What follows belongs to an exercise in optimizing a design on an open flow for small area and a short achievable clock period; a production flow would make more cautious choices. Function was checked by simulation only, so behaviour that the tests miss may differ from the original. Power and IR drop assume default switching activity.

== maple ==
==> flow/design.v (excerpt) <==
module cordic_top (
    input  logic clk,
    input  logic signed[15:0] angle,
    output logic signed[15:0] sin, cos
);
Settings: LEC_CHECK=0, ABC_AREA=1, CAP_MARGIN=20, CORE_MARGIN=2, CORE_UTILIZATION=45, CTS_BUF_LIST=sky130_fd_sc_hd__clkbuf_8, SETUP_SLACK_MARGIN=1.4, SLEW_MARGIN=20; clock period 3.3 ns.
standard.sh (not shown) runs the stock make flow with config.mk's settings and CLKGATE_MAP_FILE= SYNTH_SCRIPT=/design/flow/synth_recipe.tcl, a recipe that flattens the netlist after the stock synthesis.
==> flow/flow/run.sh <==
#!/bin/bash
# The standard layout (standard.sh: the standard flow's synthesis and ORFS flow, unchanged), except:
# - the port buffers ORFS puts on every input and output are plain buffers
#   (sky130_fd_sc_hd__buf_1) instead of the delay buffer buffer_ports picks by default;
# - clock tree synthesis gets ORFS's usual arguments plus -dont_use_dummy_load, so it
#   adds no load-only inverters to the clock tree.
set -euo pipefail
export BUFFER_PORTS_ARGS="-buffer_cell sky130_fd_sc_hd__buf_1"
export CTS_ARGS="-sink_clustering_enable -repair_clock_nets -buf_list sky130_fd_sc_hd__clkbuf_8 -dont_use_dummy_load"
bash standard.sh > standard.log 2>&1
maple: full flow OK, the timing, DRC and antenna checks passed
Inputs modified between maple and garnet:
==> flow/flow/run.sh <==
#!/bin/bash
# The standard layout (standard.sh: the standard flow's synthesis and ORFS flow, unchanged), except
# that the port buffers ORFS puts on every input and output are plain buffers
# (sky130_fd_sc_hd__buf_2) instead of the delay buffer buffer_ports picks by default.
set -euo pipefail
export BUFFER_PORTS_ARGS="-buffer_cell sky130_fd_sc_hd__buf_2"
bash standard.sh > standard.log 2>&1
--- a/flow/config.mk
+++ b/flow/config.mk
@@ -11,4 +11,5 @@
 export CORE_UTILIZATION = 45
 export CTS_BUF_LIST = sky130_fd_sc_hd__clkbuf_8
-export SETUP_SLACK_MARGIN = 1.4
+export SETUP_SLACK_MARGIN = 1.3
 export SLEW_MARGIN = 20
+export TNS_END_PERCENT = 0
[summary]
- Comparing final design instance area without fill for maple and garnet, the bigger number came from maple.
- garnet -> maple: global-route wire length before repair flat
- Compared with maple, garnet shows a part of the power in the clock network that is 4.0 points higher.
- Sequential share of layout area was higher in the run labelled garnet.
- garnet gives less setup slack than maple did.
- Summary of garnet over maple: logic gate share of total power now smaller, upper clock frequency limit shows a reduction of 7.1%.
The inputs of nickel differ from those of garnet as listed below.
==> flow/flow/run.sh <==
#!/bin/bash
# The standard layout (standard.sh: the standard flow's synthesis and ORFS flow, unchanged), except:
# - the port buffers ORFS puts on every input and output are plain buffers
#   (sky130_fd_sc_hd__buf_1) instead of the delay buffer buffer_ports picks by default;
# - clock tree synthesis gets ORFS's usual arguments plus -dont_use_dummy_load, so it
#   adds no load-only inverters to the clock tree.
set -euo pipefail
export BUFFER_PORTS_ARGS="-buffer_cell sky130_fd_sc_hd__buf_1"
export CTS_ARGS="-sink_clustering_enable -repair_clock_nets -buf_list sky130_fd_sc_hd__clkbuf_8 -dont_use_dummy_load"
bash standard.sh > standard.log 2>&1
--- a/flow/config.mk
+++ b/flow/config.mk
@@ -11,5 +11,5 @@
 export CORE_UTILIZATION = 45
 export CTS_BUF_LIST = sky130_fd_sc_hd__clkbuf_8
-export SETUP_SLACK_MARGIN = 1.3
+export PLACE_DENSITY = 0.8
+export SETUP_SLACK_MARGIN = 1.4
 export SLEW_MARGIN = 20
-export TNS_END_PERCENT = 0
On worst path arrival time, the lower figure sits with nickel, not garnet.
| via count | nickel vs garnet | ≈ equal |
Looking at met1 global-route usage, nickel sits 0.22 points higher than garnet does.
Summary of nickel over garnet: clock skew went up 14 ps, core utilization went up 0.80 points, final standard cell area without fillers went up 1.5%, placed instance area went down 0.90%, setup fix buffers added after clock tree synthesis went up 4.
On minimum clock period, garnet loses to nickel.
Higher relative contribution of the clock network to total power goes to garnet over nickel.

cordic_top again, from the RTL that the note above started with.
Settings: LEC_CHECK=0, ABC_AREA=1, CAP_MARGIN=20, CORE_MARGIN=2, CORE_UTILIZATION=45, CTS_BUF_LIST=sky130_fd_sc_hd__clkbuf_8, SETUP_SLACK_MARGIN=1.3, SLEW_MARGIN=20; clock period 3.3 ns.
==> flow/flow/run.sh <==
#!/bin/bash
# The standard layout (standard.sh: the standard flow's synthesis and ORFS flow, unchanged), except:
# - the port buffers ORFS puts on every input and output are plain buffers
#   (sky130_fd_sc_hd__buf_2) instead of the delay buffer buffer_ports picks by default;
# - clock tree synthesis gets ORFS's usual arguments plus -dont_use_dummy_load, so it
#   adds no load-only inverters to the clock tree.
set -euo pipefail
export BUFFER_PORTS_ARGS="-buffer_cell sky130_fd_sc_hd__buf_2"
export CTS_ARGS="-sink_clustering_enable -repair_clock_nets -buf_list sky130_fd_sc_hd__clkbuf_8 -dont_use_dummy_load -sink_clustering_size 30 -sink_clustering_max_diameter 200"
bash standard.sh > standard.log 2>&1
Rerun with:
==> flow/flow/run.sh (replaced) <==
#!/bin/bash
# The standard layout (standard.sh: the standard flow's synthesis and ORFS flow, unchanged), except:
# - the port buffers ORFS puts on every input and output are plain buffers
#   (sky130_fd_sc_hd__buf_1) instead of the delay buffer buffer_ports picks by default;
# - clock tree synthesis gets ORFS's usual arguments plus -dont_use_dummy_load, so it
#   adds no load-only inverters to the clock tree.
set -euo pipefail
export BUFFER_PORTS_ARGS="-buffer_cell sky130_fd_sc_hd__buf_1"
export CTS_ARGS="-sink_clustering_enable -repair_clock_nets -buf_list sky130_fd_sc_hd__clkbuf_8 -dont_use_dummy_load"
bash standard.sh > standard.log 2>&1
--- a/flow/config.mk
+++ b/flow/config.mk
@@ -11 +11 @@
-export CORE_UTILIZATION = 45
+export CORE_UTILIZATION = 55
@@ -13 +13 @@
-export SETUP_SLACK_MARGIN = 1.3
+export SETUP_SLACK_MARGIN = 1.4
What happened: Count of clock-buffer cells in the layout stays the same. Fmax decreases by 1.3%. Via count is higher by 5.3%. First-iteration DRC count increases by 25%. Die area shrinks by 18%. Register-to-register slack got worse by 0.03 ns. Wire length came out higher by 8.0%. Worst setup slack degrades by 0.026 ns. Sequential share of layout area is about the same. Hold slack is worse by 0.016 ns. Global-route usage rose by 6.8 points.
Rerun with:
==> flow/run.sh (new file) <==
#!/bin/bash
# synth_recipe.tcl (not shown) runs the flow's synth.tcl, then flattens the netlist and writes it again
# the make line also repeats each setting of config.mk as NAME=value (left out here)
make -C /OpenROAD-flow-scripts/flow DESIGN_CONFIG=/design/flow/config.mk WORK_HOME=/design/flow/orfs CLKGATE_MAP_FILE= SYNTH_SCRIPT=/design/flow/synth_recipe.tcl finish
--- a/flow/config.mk
+++ b/flow/config.mk
@@ -11 +11 @@
-export CORE_UTILIZATION = 55
+export CORE_UTILIZATION = 45
@@ -13 +13 @@
-export SETUP_SLACK_MARGIN = 1.4
+export SETUP_SLACK_MARGIN = 1.3
removed: flow/flow/run.sh
removed: flow/standard.sh
Effect: The changed run finished with timing, DRC and antenna clean. Wire length goes down by a little under a tenth. Global-route usage goes down by 6.7 points. Critical path depth goes up by 3. Worst setup slack is better by 0.052 ns.
Rerun with:
--- a/flow/config.mk
+++ b/flow/config.mk
@@ -12,2 +12 @@
-export CTS_BUF_LIST = sky130_fd_sc_hd__clkbuf_8
-export SETUP_SLACK_MARGIN = 1.3
+export SETUP_SLACK_MARGIN = 1.2
The new run completed with no timing, DRC or antenna violations.
Utilization hardly moves.
Setup slack got worse by 0.085 ns.
Worst hold slack gets worse by 0.0078 ns.
Area after synthesis is unchanged.
First-iteration DRC count rose by 16%.
Cell area stays flat.
Rerun with:
--- a/flow/config.mk
+++ b/flow/config.mk
@@ -12 +12 @@
-export SETUP_SLACK_MARGIN = 1.2
+export SETUP_SLACK_MARGIN = 1.4
Effect:
- sequential share of layout area drops by 1.2 points
- worst hold slack barely changes
- worst setup slack improved by 0.15 ns
- power climbs by 4.0%
- die area is unchanged
- design area climbs by 4.2%
- first-iteration DRC count drops by 12%
- via count climbs by 1.5%
- synthesized area is unchanged
- global-route usage climbs by 0.28 points
- clock-buffer cell count does not change

Starting RTL as in the previous note.
## cordic_top
module cordic_top (
    input  logic clk,
    input  logic signed[15:0] angle,
    output logic signed[15:0] sin, cos
);
==> flow/config.mk <==
export PLATFORM = sky130hd
export DESIGN_NAME = cordic_top
export DESIGN_NICKNAME = cordic_top
export VERILOG_FILES = /design/flow/design.v
export SDC_FILE = /design/flow/constraint.sdc
export NUM_CORES = 4
export LEC_CHECK = 0
export ABC_AREA = 1
export CAP_MARGIN = 20
export CORE_MARGIN = 2
export CORE_UTILIZATION = 45
export CTS_BUF_LIST = sky130_fd_sc_hd__clkbuf_8
export SETUP_SLACK_MARGIN = 1.5
export SLEW_MARGIN = 20
==> flow/constraint.sdc <==
create_clock -name core_clock -period 3.3 [get_ports {clk}]
set_input_delay 0.6600 -clock core_clock [delete_from_list [all_inputs] [get_ports {clk}]]
set_output_delay 0.6600 -clock core_clock [all_outputs]
set_load 0.01 [all_outputs]
run.sh (not shown) runs the stock make flow with config.mk's settings and CLKGATE_MAP_FILE= SYNTH_SCRIPT=/design/flow/synth_recipe.tcl, a recipe that flattens the netlist after the stock synthesis.
Stock flow here: none of the scripts above is used.
Then changed:
==> flow/flow/run.sh (new file) <==
#!/bin/bash
# The standard layout (standard.sh: the standard flow's synthesis and ORFS flow, unchanged), except:
# - the port buffers ORFS puts on every input and output are plain buffers
#   (sky130_fd_sc_hd__buf_1) instead of the delay buffer buffer_ports picks by default;
# - clock tree synthesis gets ORFS's usual arguments plus -dont_use_dummy_load, so it
#   adds no load-only inverters to the clock tree.
set -euo pipefail
export BUFFER_PORTS_ARGS="-buffer_cell sky130_fd_sc_hd__buf_1"
export CTS_ARGS="-sink_clustering_enable -repair_clock_nets -buf_list sky130_fd_sc_hd__clkbuf_8 -dont_use_dummy_load -sink_buffer_max_cap_derate 0.03"
bash standard.sh > standard.log 2>&1
==> flow/standard.sh (new file) <==
#!/bin/bash
# synth_recipe.tcl (not shown) runs the flow's synth.tcl, then flattens the netlist and writes it again
# the make line also repeats each setting of config.mk as NAME=value (left out here)
make -C /OpenROAD-flow-scripts/flow DESIGN_CONFIG=/design/flow/config.mk WORK_HOME=/design/flow/orfs CLKGATE_MAP_FILE= SYNTH_SCRIPT=/design/flow/synth_recipe.tcl "${@:-finish}"
--- a/flow/config.mk
+++ b/flow/config.mk
@@ -11,4 +11,4 @@
 export CORE_UTILIZATION = 45
 export CTS_BUF_LIST = sky130_fd_sc_hd__clkbuf_8
-export SETUP_SLACK_MARGIN = 1.5
+export SETUP_SLACK_MARGIN = 1.4
 export SLEW_MARGIN = 20
removed: flow/run.sh
Synthesized cell count stays the same.
Routed wire length shrinks by a little under a tenth.
Utilization shrinks by 5.3 points.
Clock skew grows by 6.8 ps.
Clock power shrinks by a quarter to a third.
Total power shrinks by roughly a tenth.
Critical path depth stays the same.
Sequential cell count does not change.
Combinational power shrinks by roughly a tenth.
Worst setup slack gets worse by 34 ps.
Then changed:
==> flow/flow/run.sh (replaced) <==
#!/bin/bash
# The standard layout (standard.sh: the standard flow's synthesis and ORFS flow, unchanged), except:
# - the port buffers ORFS puts on every input and output are plain buffers
#   (sky130_fd_sc_hd__buf_2) instead of the delay buffer buffer_ports picks by default;
# - clock tree synthesis gets ORFS's usual arguments plus -dont_use_dummy_load, so it
#   adds no load-only inverters to the clock tree.
set -euo pipefail
export BUFFER_PORTS_ARGS="-buffer_cell sky130_fd_sc_hd__buf_2"
export CTS_ARGS="-sink_clustering_enable -repair_clock_nets -buf_list sky130_fd_sc_hd__clkbuf_8 -dont_use_dummy_load"
bash standard.sh > standard.log 2>&1
--- a/flow/config.mk
+++ b/flow/config.mk
@@ -11,4 +11,4 @@
 export CORE_UTILIZATION = 45
 export CTS_BUF_LIST = sky130_fd_sc_hd__clkbuf_8
-export SETUP_SLACK_MARGIN = 1.4
+export SETUP_SLACK_MARGIN = 1.3
 export SLEW_MARGIN = 20
After rerunning: The changed run passed the timing, DRC and antenna checks. Global-route usage is lower by 0.52 points. Hold slack gains 8.6 ps. Power drops by 2.2%.
Then changed:
--- a/flow/config.mk
+++ b/flow/config.mk
@@ -11,4 +11,4 @@
 export CORE_UTILIZATION = 45
 export CTS_BUF_LIST = sky130_fd_sc_hd__clkbuf_8
-export SETUP_SLACK_MARGIN = 1.3
+export SETUP_SLACK_MARGIN = 1.2
 export SLEW_MARGIN = 20
After rerunning: The new run passed the timing, DRC and antenna checks. Combinational power goes down by a few percent. Power goes down by a few percent. Global-route usage stays the same. Sequential cell count stays the same. First-iteration DRC count goes up by a few percent. Setup slack loses 130 ps. Critical path depth goes down by 3. Die area does not change.

[what the ideal ports hide]
Ports are ideal in the flow. The routed layouts listed here were re-timed in OpenROAD.
Step 1 (the two cells are an assumption about what drives the block):
set clk [get_ports {clk}]
set_driving_cell -lib_cell sky130_fd_sc_hd__clkbuf_16 $clk
set_driving_cell -lib_cell sky130_fd_sc_hd__buf_2 [delete_from_list [all_inputs] $clk]
Step 2 also shifts input and output timing later by t, the mid clock arrival at the registers, as if the neighbouring blocks saw the same clock.
a / b / c = ideal ports / drivers / drivers and shift; a / b = the first two.
| run | t (ns) | setup slack, ns | latest minus earliest clock arrival (ns) | worst register clock-pin slew, ns |
|---|---|---|---|---|
| maple | 0.475 | 1.401 / 1.401 / 1.401 | 0.032 / 0.032 | 0.09 / 0.09 |
| garnet | 0.500 | 1.255 / 1.255 / 1.255 | 0.021 / 0.022 | 0.10 / 0.10 |
| nickel | 0.479 | 1.374 / 1.374 / 1.374 | 0.036 / 0.037 | 0.10 / 0.10 |
| the first run of note 2 | 0.482 | 1.301 / 1.301 / 1.301 | 0.030 / 0.031 | 0.09 / 0.09 |
| the second run of note 2 | 0.490 | 1.275 / 1.275 / 1.275 | 0.031 / 0.031 | 0.10 / 0.10 |
| the third run of note 2 | 0.498 | 1.327 / 1.327 / 1.327 | 0.024 / 0.024 | 0.11 / 0.11 |
| the fourth run of note 2 | 0.476 | 1.242 / 1.226 / 1.242 | 0.017 / 0.017 | 0.08 / 0.08 |
| the fifth run of note 2 | 0.473 | 1.391 / 1.391 / 1.391 | 0.016 / 0.016 | 0.08 / 0.08 |
| the first run of note 3 | 0.500 | 1.435 / 1.435 / 1.435 | 0.026 / 0.026 | 0.11 / 0.11 |
| the second run of note 3 | 0.475 | 1.401 / 1.401 / 1.401 | 0.032 / 0.032 | 0.09 / 0.09 |
| the third run of note 3 | 0.482 | 1.301 / 1.301 / 1.301 | 0.030 / 0.031 | 0.09 / 0.09 |
| the fourth run of note 3 | 0.477 | 1.172 / 1.172 / 1.172 | 0.029 / 0.029 | 0.09 / 0.09 |
After both steps every run listed still meets setup and hold.
